Background: an optimization exercise with open tools, aiming at small area and a short achievable clock period. Do not read the settings as production practice. Only simulation tests tie the RTL to the original design; equivalence was not proved. Power is estimated from default activity; no workload was simulated.

`design/flow/flow/run.sh`:
```
#!/bin/bash
# The standard layout, except that the port buffers are inserted as
# buf_2 cells (which repair may then resize within the buf family) instead of
# the default delay-buffer cell. Output goes to standard.log.
set -euo pipefail
export BUFFER_PORTS_ARGS="-buffer_cell sky130_fd_sc_hd__buf_2"
bash standard.sh > standard.log 2>&1
```
`design/flow/design.v`:
```
module nand2c(input a, b, output y);
    assign y = ~(a & b);
endmodule
module mux2c(input s, a1, a0, output y);
    assign y = s ? a1 : a0;
endmodule
module ao8(input [7:0] h, input [7:0] d, output y);
    assign y = |(h & d);
endmodule
module ao7(input [7:1] h, input [7:1] d, output y);
    assign y = |(h & d);
endmodule
module nor2c(input a, b, output y);
    assign y = ~(a | b);
endmodule
module rdbit(input [31:1] sel, input [31:1] d, output y);
    wire [3:0] q;
    wire [1:0] r;
    ao7 g0(.h(sel[7:1]),   .d(d[7:1]),   .y(q[0]));
    ao8 g1(.h(sel[15:8]),  .d(d[15:8]),  .y(q[1]));
    ao8 g2(.h(sel[23:16]), .d(d[23:16]), .y(q[2]));
    ao8 g3(.h(sel[31:24]), .d(d[31:24]), .y(q[3]));
    nor2c  o0(.a(q[0]), .b(q[1]), .y(r[0]));
    nor2c  o1(.a(q[2]), .b(q[3]), .y(r[1]));
    nand2c o2(.a(r[0]), .b(r[1]), .y(y));
endmodule
module hold2(input we, wen, input [1:0] wd, q, output [1:0] d);
    assign d = (wd & {2{we}}) | (q & {2{wen}});
endmodule
module halfadd(input a, b, output s, c);
    assign s = a ^ b;
    assign c = a & b;
endmodule
module ALU(
    input      [31:0] a, bx,
    input      [31:0] bs,         
    input      [5:0]  f,
    input             rtype,      
    input             sub,        
    input      [4:0]  sh,         
    output     [31:0] y,
    output            eq          
);
    wire [31:0] p, k;
    genvar i, l;
    generate
        for (i = 0; i < 32; i = i + 1) begin : pk
            halfadd h(.a(a[i]), .b(bx[i]), .s(p[i]), .c(k[i]));
        end
    endgenerate
    wire [6*32-1:0] G, P;
    assign G[31:0] = {k[31:1], k[0] | (p[0] & sub)};
    assign P[31:0] = p;
    generate
        for (l = 0; l < 5; l = l + 1) begin : lv
            for (i = 0; i < 32; i = i + 1) begin : b
                if (i >= (1 << l)) begin : m
                    assign G[(l+1)*32+i] = G[l*32+i] | (P[l*32+i] & G[l*32+i-(1<<l)]);
                    assign P[(l+1)*32+i] = P[l*32+i] & P[l*32+i-(1<<l)];
                end else begin : c
                    assign G[(l+1)*32+i] = G[l*32+i];
                    assign P[(l+1)*32+i] = P[l*32+i];
                end
            end
        end
    endgenerate
    wire [31:0] c = {G[5*32+30 : 5*32], sub};    
    wire [31:0] o  = a | bx;
    wire [31:0] lg = f[1] ? (f[0] ? ~o : p) : (f[0] ? o : k);
    assign eq = &p;
    wire        right = f[1];
    wire [31:0] br;
    generate
        for (i = 0; i < 32; i = i + 1) begin : rv
            assign br[i] = right ? bs[i] : bs[31-i];
        end
    endgenerate
    wire        fill = f[0] & bs[31];
    wire [31:0] s0 = sh[0] ? {fill,       br[31:1]}  : br;
    wire [31:0] s1 = sh[1] ? {{2{fill}},  s0[31:2]}  : s0;
    wire [31:0] s2 = sh[2] ? {{4{fill}},  s1[31:4]}  : s1;
    wire [31:0] s3 = sh[3] ? {{8{fill}},  s2[31:8]}  : s2;
    wire [31:0] s4 = sh[4] ? {{16{fill}}, s3[31:16]} : s3;
    wire is_sh  = rtype & ~f[5];
    wire is_lg  = rtype & f[5] & f[2];
    wire is_slt = rtype & f[5] & f[3];
    wire is_ar  = ~rtype | (f[5] & ~f[3] & ~f[2]);
    wire [31:0] lgo, sho;    
    generate
        for (i = 0; i < 32; i = i + 1) begin : r
            assign lgo[i] = is_lg & lg[i];
            assign sho[i] = (is_sh & right & s4[i]) | (is_sh & ~right & s4[31-i]);
        end
        for (i = 1; i < 32; i = i + 1) begin : o1
            assign y[i] = (c[i] ? ((is_ar & ~p[i]) | lgo[i]) : ((is_ar & p[i]) | lgo[i])) | sho[i];
        end
    endgenerate
    wire base0 = (is_ar & (p[0] ^ sub)) | lgo[0];
    assign y[0] = (c[31] ? (base0 | (is_slt & ~p[31] & a[31]))
                         : (base0 | (is_slt & (p[31] | a[31])))) | sho[0];
endmodule
module mips(
    input         clk, reset,
    output [31:0] pc,
    input  [31:0] instr,
    output        memwrite,
    output [31:0] aluout, writedata,
    input  [31:0] readdata
);
    wire [5:0] op = instr[31:26];
    wire [5:0] fn = instr[5:0];
    wire rtype = (op == 6'b000000);
    wire lw    = (op == 6'b100011);
    wire sw    = (op == 6'b101011);
    wire beq   = (op == 6'b000100);
    wire addi  = (op == 6'b001000);
    wire jmp   = (op == 6'b000010);
    assign memwrite = sw;
    wire regwrite = rtype | lw | addi;
    wire [31:0] rs, rt;
    wire [4:0]  wa = rtype ? instr[15:11] : instr[20:16];
    wire [31:0] wd = lw ? readdata : aluout;
    reg  [31*32-1:0] rf;    
    wire [31:1] s1, s2;      
    genvar g, b;
    generate
        for (g = 1; g < 32; g = g + 1) begin : regs
            wire        we = regwrite && wa == g;
            wire [31:0] d;
            genvar j;
            for (j = 0; j < 16; j = j + 1) begin : hb
                hold2 h(.we(we), .wen(~we), .wd(wd[2*j +: 2]), .q(rf[(g-1)*32 + 2*j +: 2]), .d(d[2*j +: 2]));
            end
            always @(posedge clk)
                rf[(g-1)*32 +: 32] <= d;
        end
        for (g = 1; g < 32; g = g + 1) begin : sd
            assign s1[g] = (instr[25:21] == g);
            assign s2[g] = (instr[20:16] == g);
        end
        for (b = 0; b < 32; b = b + 1) begin : rd
            wire [31:1] col;
            for (g = 1; g < 32; g = g + 1) begin : c
                assign col[g] = rf[(g-1)*32 + b];
            end
            rdbit r1(.sel(s1), .d(col), .y(rs[b]));
            rdbit r2(.sel(s2), .d(col), .y(rt[b]));
        end
    endgenerate
    assign writedata = rt;
    wire [31:0] simm = {{16{instr[15]}}, instr[15:0]};
    wire        sub  = beq | (rtype & fn[5] & fn[1] & ~fn[2]);
    wire        usert = rtype | beq;
    wire [31:0] bx, bx0, bx1;    
    assign bx0 = usert ? {32{sub}}  : simm;
    assign bx1 = usert ? {32{~sub}} : simm;
    generate
        for (b = 0; b < 32; b = b + 1) begin : bxm
            mux2c m(.s(rt[b]), .a1(bx1[b]), .a0(bx0[b]), .y(bx[b]));
        end
    endgenerate
    wire [4:0]  sh   = fn[2] ? rs[4:0] : instr[10:6];
    wire        eq;
    ALU alu(.a(rs), .bx(bx), .bs(rt), .f(fn), .rtype(rtype), .sub(sub), .sh(sh),
            .y(aluout), .eq(eq));
    reg  [31:2] pcr;
    wire [31:2] pcp4 = pcr + 30'd1;
    wire [30:0] pcb1 = {pcr, 1'b1} + {simm[29:0], 1'b1};
    wire [31:2] pcbr = pcb1[30:1];
    wire [31:2] pcn  = jmp ? {pcp4[31:28], instr[25:0]} :
                       (beq & eq) ? pcbr : pcp4;
    always @(posedge clk or posedge reset)
        if (reset) pcr <= 30'b0;
        else       pcr <= pcn;
    assign pc = {pcr, 2'b00};
endmodule
```
`design/flow/constraint.sdc`:
```
create_clock -name core_clock -period 11.5 [get_ports {clk}]
set_input_delay 2.3000 -clock core_clock [delete_from_list [all_inputs] [get_ports {clk}]]
set_output_delay 2.3000 -clock core_clock [all_outputs]
set_load 0.01 [all_outputs]
```
`design/flow/standard.sh`:
```
#!/bin/bash
# synth_recipe.tcl (not shown) runs the flow's synth.tcl, then flattens the netlist and writes it again
# the make line also repeats each setting of config.mk as NAME=value (left out here)
make -C /OpenROAD-flow-scripts/flow DESIGN_CONFIG=/design/flow/config.mk WORK_HOME=/design/flow/orfs CLKGATE_MAP_FILE= SYNTH_SCRIPT=/design/flow/synth_recipe.tcl "${@:-finish}"
```
`design/flow/config.mk`:
```
export PLATFORM = sky130hd
export DESIGN_NAME = mips
export DESIGN_NICKNAME = mips
export VERILOG_FILES = /design/flow/design.v
export SDC_FILE = /design/flow/constraint.sdc
export NUM_CORES = 4
export LEC_CHECK = 0
export CAP_MARGIN = 20
export CORE_MARGIN = 2
export CORE_UTILIZATION = 40
export CTS_BUF_LIST = sky130_fd_sc_hd__clkbuf_8 sky130_fd_sc_hd__clkbuf_16
export CTS_CLUSTER_DIAMETER = 90
export CTS_CLUSTER_SIZE = 24
export SETUP_SLACK_MARGIN = 2.6
export SLEW_MARGIN = 20
export SYNTH_HIERARCHICAL = 1
export SYNTH_MINIMUM_KEEP_SIZE = 0
```
==> results of run 1 <==
## stage by stage
step,util [%],setup slack [ns],power (mW)
floorplan,-,2.61,4.92
global placement,43.8,0.986,5.53
detailed placement,43.8,0.944,5.54
CTS,48.1,2.51,7.75
global route,49.4,2.36,8.11
finish,49.4,2.28,7.91
## metal layers
| metal | GRT usage (%) | vias up | wire, um |
|---|---|---|---|
| li1 | - | 22100 | - |
| met3 | 13.5 | 966 | 37200 |
| met1 | 49.0 | 26100 | 96000 |
| met2 | 54.1 | 4381 | 104000 |
| met4 | 25.5 | 8 | 22100 |
| met5 | 0.0741 | - | 113 |
## critical path: cells and delay by family
kind            cells  cell delay (ns)
buf+inv             5             0.90
fa+ha+maj           1             0.54
simple gates        7             1.89
compound gates      6             1.25
## area by class of cell
| cell class | count | area [um^2] |
|---|---|---|
| flip-flops and latches | 1022 | 20600 |
| diodes | 3 | 7.51 |
| clock inverters | 14 | 181 |
| fillers | 11400 | 62800 |
| clock buffers | 55 | 1350 |
| well taps | 1637 | 2050 |
| inverters | 71 | 269 |
| multi-input cells | 3850 | 31400 |
| repair buffers | 629 | 5400 |
## cell families (layout without fill, tap and decap cells)
logic type | Yosys count | after routing | synth area share (%)
flops | 1022 | 1022 | 41.1
fa+ha+maj | 65 | 65 | 1.64
simple gates | 1056 | 1081 | 10.2
other cells | 1 | 5 | 0.00748
xor+xnor | 68 | 68 | 1.19
compound gates | 2429 | 2429 | 38.2
mux | 202 | 205 | 6.07
buf+inv | 184 | 769 | 1.64
## worst max path at each step
stage | end | slack (ns) | cells past startpoint
CTS | aluout[22] | 2.51 | 23
detailed placement | aluout[22] | 0.94 | 20
floorplan | aluout[30] | 2.61 | 19
finish | aluout[30] | 2.28 | 19
global route | aluout[10] | 2.36 | 23
global placement | aluout[22] | 0.99 | 20
## per-module statistics from Yosys (local to each module, per instance), excerpt
module,area [um^2],times used,cells inside,flops+latches
halfadd,12.5,32,1,0
ALU,6160,1,837,0
ao7,30.0,64,4,0
nor2c,3.75,128,1,0
nand2c,3.75,64,1,0
mux2c,15.0,32,1,0
hold2,17.5,496,2,0
mips,24800,1,1726,1022
ao8,36.3,192,5,0
## layout by cell type (no fill, tap or decap), types with 23 or more instances in the layout
cell / count
buf_4: 381
nand2_2: 23
inv_1: 68
nand2b_1: 37
a21o_1: 23
nand2_4: 25
nor2_2: 40
nand2_1: 202
clkbuf_16: 55
xor2_1: 24
a22oi_1: 887
mux2_4: 48
xnor2_1: 41
a21oi_1: 120
nand3_1: 84
a222oi_1: 64
o22ai_1: 23
nor2_4: 142
dfrtp_1: 30
ha_1: 38
mux2i_1: 28
dfxtp_1: 992
mux2_2: 53
nor2_1: 160
buf_12: 69
a22o_1: 994
nand4_1: 206
o21ai_0: 85
mux4_2: 56
buf_2: 148
## registers in the layout (all words and copies together) (netlist names)
signal  count
pcr        30
rf        992
## cell usage after synthesis, types with 8 or more instances
cell / instances / share of area (%)
a211oi_1: 20 / 0.30
xor2_1: 25 / 0.44
ha_1: 64 / 1.6
buf_4: 9 / 0.13
xnor2_1: 43 / 0.75
buf_1: 8 / 0.060
dfrtp_1: 30 / 1.5
o21ai_1: 20 / 0.20
nand4_1: 206 / 2.6
nand2b_1: 45 / 0.56
a31oi_1: 15 / 0.19
nor2b_1: 18 / 0.22
mux2_4: 38 / 1.1
nor2_1: 316 / 2.4
o21a_1: 16 / 0.24
o22ai_1: 26 / 0.32
o21ai_0: 93 / 0.93
a221oi_1: 8 / 0.14
o211ai_1: 14 / 0.21
o221ai_1: 15 / 0.26
a22oi_1: 900 / 13
mux2i_1: 37 / 0.74
buf_2: 18 / 0.18
and3_1: 12 / 0.15
o31ai_1: 11 / 0.16
inv_1: 70 / 0.52
a222oi_1: 64 / 1.3
a21o_1: 23 / 0.34
mux2_2: 56 / 1.3
nand2_1: 256 / 1.9
or2_2: 9 / 0.11
mux2_1: 12 / 0.27
dfxtp_1: 992 / 40
clkbuf_1: 69 / 0.52
nand3_1: 100 / 1.0
mux4_2: 56 / 2.5
nor3_1: 24 / 0.24
nor3b_1: 16 / 0.24
a22o_1: 994 / 17
a21oi_1: 136 / 1.4
or3_1: 19 / 0.24
## report_power, final
group | leakage, nW | internal, mW | switching, mW
Combinational | 14.3 | 0.624 | 1.16
Sequential | 8.38 | 3.74 | 0.203
Clock | 0.765 | 0.908 | 1.27
## timing repair
| action | 4_1_cts | 5_1_grt |
|---|---|---|
| pin swaps | 118 | 85 |
| cloned | 28 | 2 |
| gates resized for setup | 366 | 174 |
| setup endpoints to repair | 32 | 32 |
| buffers inserted | 219 | 72 |
==> impl_metrics.yaml, run 1 <==
floorplan:
  die_h_um: 358
  std_cell_rows: 129
  io_pins: 163
  start_util_pct: 40.4
  fp.dieW_um: 358
  coreArea_um2: 124000
  die_area_um2: 128000
hold_path:
  holdPathEnd: "rf[622]"
  hold_path_depth: 1
  min_from: "rf[622]"
  worstHoldPathType: "reg2reg"
worst_setup_path:
  cp.arrival_ns: 6.92
  crit_path_max_fanout: 11
  path_cells: "buf_4 > nand3b_1 > buf_4 > nor2_4 > buf_4 > buf_4 > a22oi_1 > nand4_1 > nor2_1 > nand2_1 > ha_1 > nor2b_1 > o21ai_0 > a21oi_1 > a221oi_1 > o221ai_1 > a21oi_1 > nand3_2 > buf_6"
  r2r-start: "rf[0]"
  crit_slowest_cell: "nor2_1"
  cp_slowest_stage_delay_ns: 0.70
  end_kind: "primary output"
  worstSetupStartpointType: "primary input"
  worst_ep_required_time_ns: 9.20
  reg2reg_to: "rf[446]"
  critPathMostFrequentCell: "buf_4"
  critPathKind: "in2out"
  r2r_cells: 19
  rrSetupSlack_ns: 5.96
  critPathLaunch: "instr[21]"
sta:
  relSlewSlack_pct: 16.9
  whs_ns: 0.506
  rsz0062_at_grt: "true"
  setup_viol: 0
  setup_tns_ns: 0
  fmax_mhz: 108
  min_period_over_period_pct: 80.2
  tightestPinTransition_ns: 1.25
  finalCriticalPeriod_ns: 9.22
  clock_skew_ns: 0.0503
  slew_viol_final: 0
  hold_viol_final: 0
run:
  maxCapViolations: 0
synth:
  ys.flop_type: "dfxtp_1"
  syn_avg_cell_area_um2: 9.98
  synthesis.instances: 5027
  synth_seq_area_share_pct: 41.1
  synth_seq_cells: 1022
  synth_edf_count: 0
  netlist_area_um2: 50200
  synth.distinct_cells: 92
  yosysWarnings: 7
  synthArstFlopShare_pct: 2.94
detailed_routing:
  wire_per_inst_um: 35.6
  drt_iter0_markers: 9644
  vias: 53600
  vias_per_cell: 7.36
  ant_nets: 0
  drc: 0
  firstDrtPassIters: 9
  drt-total-wl_mm: 259
clocking:
  htree_levels: 2
  clockBufferDepth: 3
  clkTransAtPathRegs_ns: 0.07
  tritoncts: "yes"
  cts_root_buf: "clkbuf_16"
  clock_latency_ns: 0.72
  clkSinkCount: 1022
  numCtsBuffers: 52
  cts_hold_buf: 0
global_routing:
  grt_use_total_pct: 38.3
  grt_max_degree: 73
  grt_overflow: 0
  grt_pass1_wl_mm: 362
  grt_pass1_vias: 48800
  antenna_found_initial: 6
final_layout:
  drive_gt1_share_pct: 22.4
  stdcell_count: 7281
  nNetsFinal: 5757
  final_area_um2: 61300
  area_delta_synth_final_pct: 22.2
placement:
  placedCellCount: 6888
  place_area_um2: 54400
  port_buffers: 160
  gp_congestion: 1.06
  dp_hpwl_mm: 160
pwr:
  p_leak_nw: 23.4
  ir_drop_v: 0.000108
  power_density_nw_per_um2: 129
run_status:
  status: "no timing/DRC/antenna violations"
==> inputs of run 2 (changes only) <==
--- a/design/flow/design.v
+++ b/design/flow/design.v
@@ -92,12 +92,15 @@
             assign sho[i] = (is_sh & right & s4[i]) | (is_sh & ~right & s4[31-i]);
         end
         for (i = 1; i < 32; i = i + 1) begin : o1
-            assign y[i] = (c[i] ? ((is_ar & ~p[i]) | lgo[i]) : ((is_ar & p[i]) | lgo[i])) | sho[i];
+            wire ys;
+            mux2c m(.s(c[i]), .a1((is_ar & ~p[i]) | lgo[i]), .a0((is_ar & p[i]) | lgo[i]), .y(ys));
+            assign y[i] = ys | sho[i];
         end
     endgenerate
     wire base0 = (is_ar & (p[0] ^ sub)) | lgo[0];
-    assign y[0] = (c[31] ? (base0 | (is_slt & ~p[31] & a[31]))
-                         : (base0 | (is_slt & (p[31] | a[31])))) | sho[0];
+    wire y0s;
+    mux2c m0(.s(c[31]), .a1(base0 | (is_slt & ~p[31] & a[31])), .a0(base0 | (is_slt & (p[31] | a[31]))), .y(y0s));
+    assign y[0] = y0s | sho[0];
 endmodule
 module mips(
     input         clk, reset,
--- a/design/flow/config.mk
+++ b/design/flow/config.mk
@@ -11,7 +11,7 @@
 export CTS_BUF_LIST = sky130_fd_sc_hd__clkbuf_8 sky130_fd_sc_hd__clkbuf_16
 export CTS_CLUSTER_DIAMETER = 90
 export CTS_CLUSTER_SIZE = 24
-export SETUP_SLACK_MARGIN = 2.6
+export SETUP_SLACK_MARGIN = 2.4
 export SLEW_MARGIN = 20
 export SYNTH_HIERARCHICAL = 1
 export SYNTH_MINIMUM_KEEP_SIZE = 0
==> run 2 against run 1 <==
  * Core utilization decreased by 0.15 points
  * Clock skew increased by 0.015 ns
  * Sequential power about the same
  * Hold slack got worse by 0.035 ns
  * Global-route usage increased by 0.082 points
  * Largest cell class unchanged
  * Clock power decreased by 3%
  * Flip-flop and latch count unchanged
  * First-iteration DRC count increased by 1.6%
  * Count of clock-buffer cells in the layout decreased by 2
  * Area after synthesis increased by 2.1%
  * Design area increased by 2.3%
  * Synthesized cell count increased by 4.1%
==> impl_metrics.yaml, run 2 <==
final_layout:
  area_delta_synth_final_pct: 22.4
  drive_gt1_share_pct: 22.8
  stdcell_count: 7579
  final_common_cell: "a22o_1"
  nNetsFinal: 6032
  top_regs: "rf: 992 flops, pcr: 30 flops"
  largest_reg_flops: 992
  largest_register: "rf"
  fillers: 11700
  final_area_um2: 62700
  seqCellArea_um2: 20600
  multiInputGateArea_um2: 32400
  final_core_util_pct: 49.2
  final_cell_mix: "a22o_1 (995), dfxtp_1 (992), a22oi_1 (886)"
detailed_routing:
  vias: 55100
  drt_iter0_markers: 9799
  drt-total-wl_mm: 265
  wire_per_inst_um: 35.0
  vias_per_cell: 7.27
  firstDrtPassIters: 13
  ant_nets: 0
  drc: 0
synth:
  synth_seq_area_share_pct: 40.2
  ys.flop_type: "dfxtp_1"
  synth_edf_count: 0
  synth_seq_cells: 1022
  yosys.cell_count.top_type: "a22o_1"
  yosysWarnings: 7
  syn_avg_cell_area_um2: 9.79
  synth.distinct_cells: 98
  synth_commonest_cells: "a22o_1 (995), dfxtp_1 (992), a22oi_1 (903), nor2_1 (350), nand2_1 (348)"
  synthesis.instances: 5234
  synthArstFlopShare_pct: 2.94
  netlist_area_um2: 51200
  ys_top_cells_by_area: "dfxtp_1 (39%), a22o_1 (17%), a22oi_1 (13%)"
  synth_area_leader_cell: "dfxtp_1"
  synth_top_area_share_pct: 38.8
worst_setup_path:
  worst_ep_required_time_ns: 9.20
  rrSetupSlack_ns: 5.85
  crit_path_max_fanout: 12
  critPathKind: "in2out"
  cp.arrival_ns: 7.13
  end_kind: "primary output"
  worstSetupStartpointType: "primary input"
clocking:
  tritoncts: "yes"
  clkSinkCount: 1022
  clockBufferDepth: 3
  clkTransAtPathRegs_ns: 0.08
  cts_root_buf: "clkbuf_16"
  htree_levels: 2
  numCtsBuffers: 51
  clock_latency_ns: 0.73
pwr:
  p_comb_share_pct: 22.1
  power_density_nw_per_um2: 123
  switching_share_pct: 32.8
  ir_drop_v: 0.000139
  intPower_mw: 5.20
  power_frac_clock_pct: 27.3
  p_sw_mw: 2.54
  p_leak_nw: 24.3
  p_seq_share_pct: 50.6
floorplan:
  io_pins: 163
  fp.dieW_um: 362
  die_area_um2: 131000
  die_h_um: 362
  coreArea_um2: 127000
  std_cell_rows: 131
  start_util_pct: 40.2
placement:
  dp_slack_ns: 0.839
  gp_congestion: 1.04
  placedCellCount: 7148
  place_area_um2: 55600
  port_buffers: 160
  dp_hpwl_mm: 165
sta:
  hold_viol_final: 0
  clock_skew_ns: 0.0650
  min_period_over_period_pct: 82.0
  slew_viol_final: 0
  fmax_mhz: 106
  worst_slack_ns: 2.07
  setup_tns_ns: 0
  tightestPinTransition_ns: 1.27
  finalCriticalPeriod_ns: 9.43
  setup_viol: 0
  rsz0062_at_grt: "true"
  relSlewSlack_pct: 15.6
global_routing:
  grt_pass1_wl_mm: 373
  met3_usage_pct: 13.1
  grt_use_met2_pct: 55.6
  antenna_found_initial: 6
  grt_max_degree: 97
  grt_use_total_pct: 38.4
  grt_pass1_vias: 50700
  busiest_layer: "met2"
  grt_overflow: 0
  use_met1_pct: 48.3
run_status:
  status: "no timing/DRC/antenna violations"
run:
  maxCapViolations: 0
hold_path:
  worstHoldPathType: "reg2reg"
run 2: cell count changes after synthesis, sizes merged, moves of 24 or more:
cell   delta
a21oi    -34
nor2     +33
o21ai    +29
nand2    +92
o21a     +26
mux2     +30
a31oi    +24
run 2: worst paths after layout:
kind,cells after the start,startpoint,to
worst min-delay path,1,pcr[31],pcr[31]
worst max-delay path,22,instr[25],aluout[28]
min in group asynchronous,3,reset,pcr[10]
worst max register to register,18,rf[337],rf[217]
worst min register to register,1,pcr[31],pcr[31]
max in group asynchronous,3,reset,pcr[31]
run 2: cells by family (layout without fill, tap and decap cells):
kind of cell,Yosys count,after routing,share of synthesized area (%)
buffers and inverters,190,839,1.70
AO/OA/AOI/OAI,2472,2472,38.0
multiplexers,236,238,6.67
adder cells (fa/ha/maj),64,64,1.58
other,1,4,0.00732
XOR/XNOR,46,46,0.786
flip-flops,1022,1022,40.2
AND/OR/NAND/NOR,1203,1232,11.1
run 2: timing repair:
item                                   in CTS  in global routing
buffers inserted                          260                 70
setup endpoints to repair                  32                 32
resized for setup                         419                119
hold buffers                                0                  0
pin swaps                                 178                 99
cloned                                     30                  1
endpoints found under the hold margin       0                  0
run 2: per-stage QoR:
| stage | total power [mW] | hold slack (ns) |
|---|---|---|
| floorplan | 4.87 | 0.460 |
| detailed placement | 5.44 | 0.466 |
| global route | 7.96 | 0.485 |
| CTS | 7.61 | 0.476 |
| finish | 7.74 | 0.471 |
| global placement | 5.43 | 0.460 |
run 2: power groups by stage:
stage,sequential [mW],combinational [mW],clock [mW]
6_report,3.92,1.71,2.11
5_1_grt,3.94,1.79,2.23
4_1_cts,3.91,1.59,2.11
3_5_place_dp,3.99,1.46,0
3_3_place_gp,3.98,1.44,0
2_1_floorplan,3.95,0.919,0
run 2: metal layers:
metal	wire length (um)	vias to the layer above
li1	-	23000
met2	109000	4385
met1	98100	26800
met3	37000	930
met5	45	-
met4	21400	6
run 2: critical path: stages:
cell and delay, ns:
buf_4 0.18, or3_4 0.51, nor2_4 0.54, buf_4 0.32, a22oi_1 0.09, nand4_1 0.24
nor2_2 0.14, nand2_1 0.27, ha_1 0.30, buf_6 0.15, o21a_1 0.10, nor2_1 0.25
or2_4 0.22, o22ai_4 0.08, nor2_4 0.13, buf_6 0.14, o221ai_4 0.12, mux2_4 0.32
a21oi_2 0.11, o21ai_1 0.08, a221o_1 0.35, buf_2 0.17
run 2: cell type report:
class | count | share of cell area, %
flip-flops and latches | 1022 | 32.9
clock buffers | 53 | 2.10
repair buffers | 705 | 9.34
well taps | 1662 | 3.32
inverters | 68 | 0.423
clock inverters | 13 | 0.218
diodes | 2 | 0.00798
multi-input cells | 4054 | 51.7
run 2: Yosys stat by module, one instance, submodules excluded, a selection:
module / flops+latches / area, um^2
ao8: 0 / 36.3
hold2: 0 / 17.5
nor2c: 0 / 3.75
ALU: 0 / 6750
mips: 1022 / 24800
nand2c: 0 / 3.75
ao7: 0 / 30.0
mux2c: 0 / 15.0
halfadd: 0 / 12.5

re-timing with driven ports:
The results above use ideal ports. As a check the final layouts listed here were re-extracted and re-timed, cells and wires unchanged. Step 1 assumes that a clkbuf_16 drives the clock port and a buf_2 every other input. Step 2 also shifts input and output timing later by t, the mid clock arrival at the registers, as if the neighbouring blocks saw the same clock. Three values: ideal, step 1, step 2; two values: the first two.
| run | t, ns | setup slack, ns | worst setup path after step 2 | worst slew at a driven data input, ns | pins driven straight from the clock port |
|---|---|---|---|---|---|
| run 1 | 0.774 | 2.276 / 2.249 / 2.249 | input to output | 0.14 | 1 |
| run 2 | 0.774 | 2.066 / 2.016 / 2.016 | input to output | 0.15 | 1 |
After both steps every run listed still meets setup and hold. The setup slack of run 2, which loses most, moves by -0.050 ns with the drivers and by -0.050 ns with both steps.
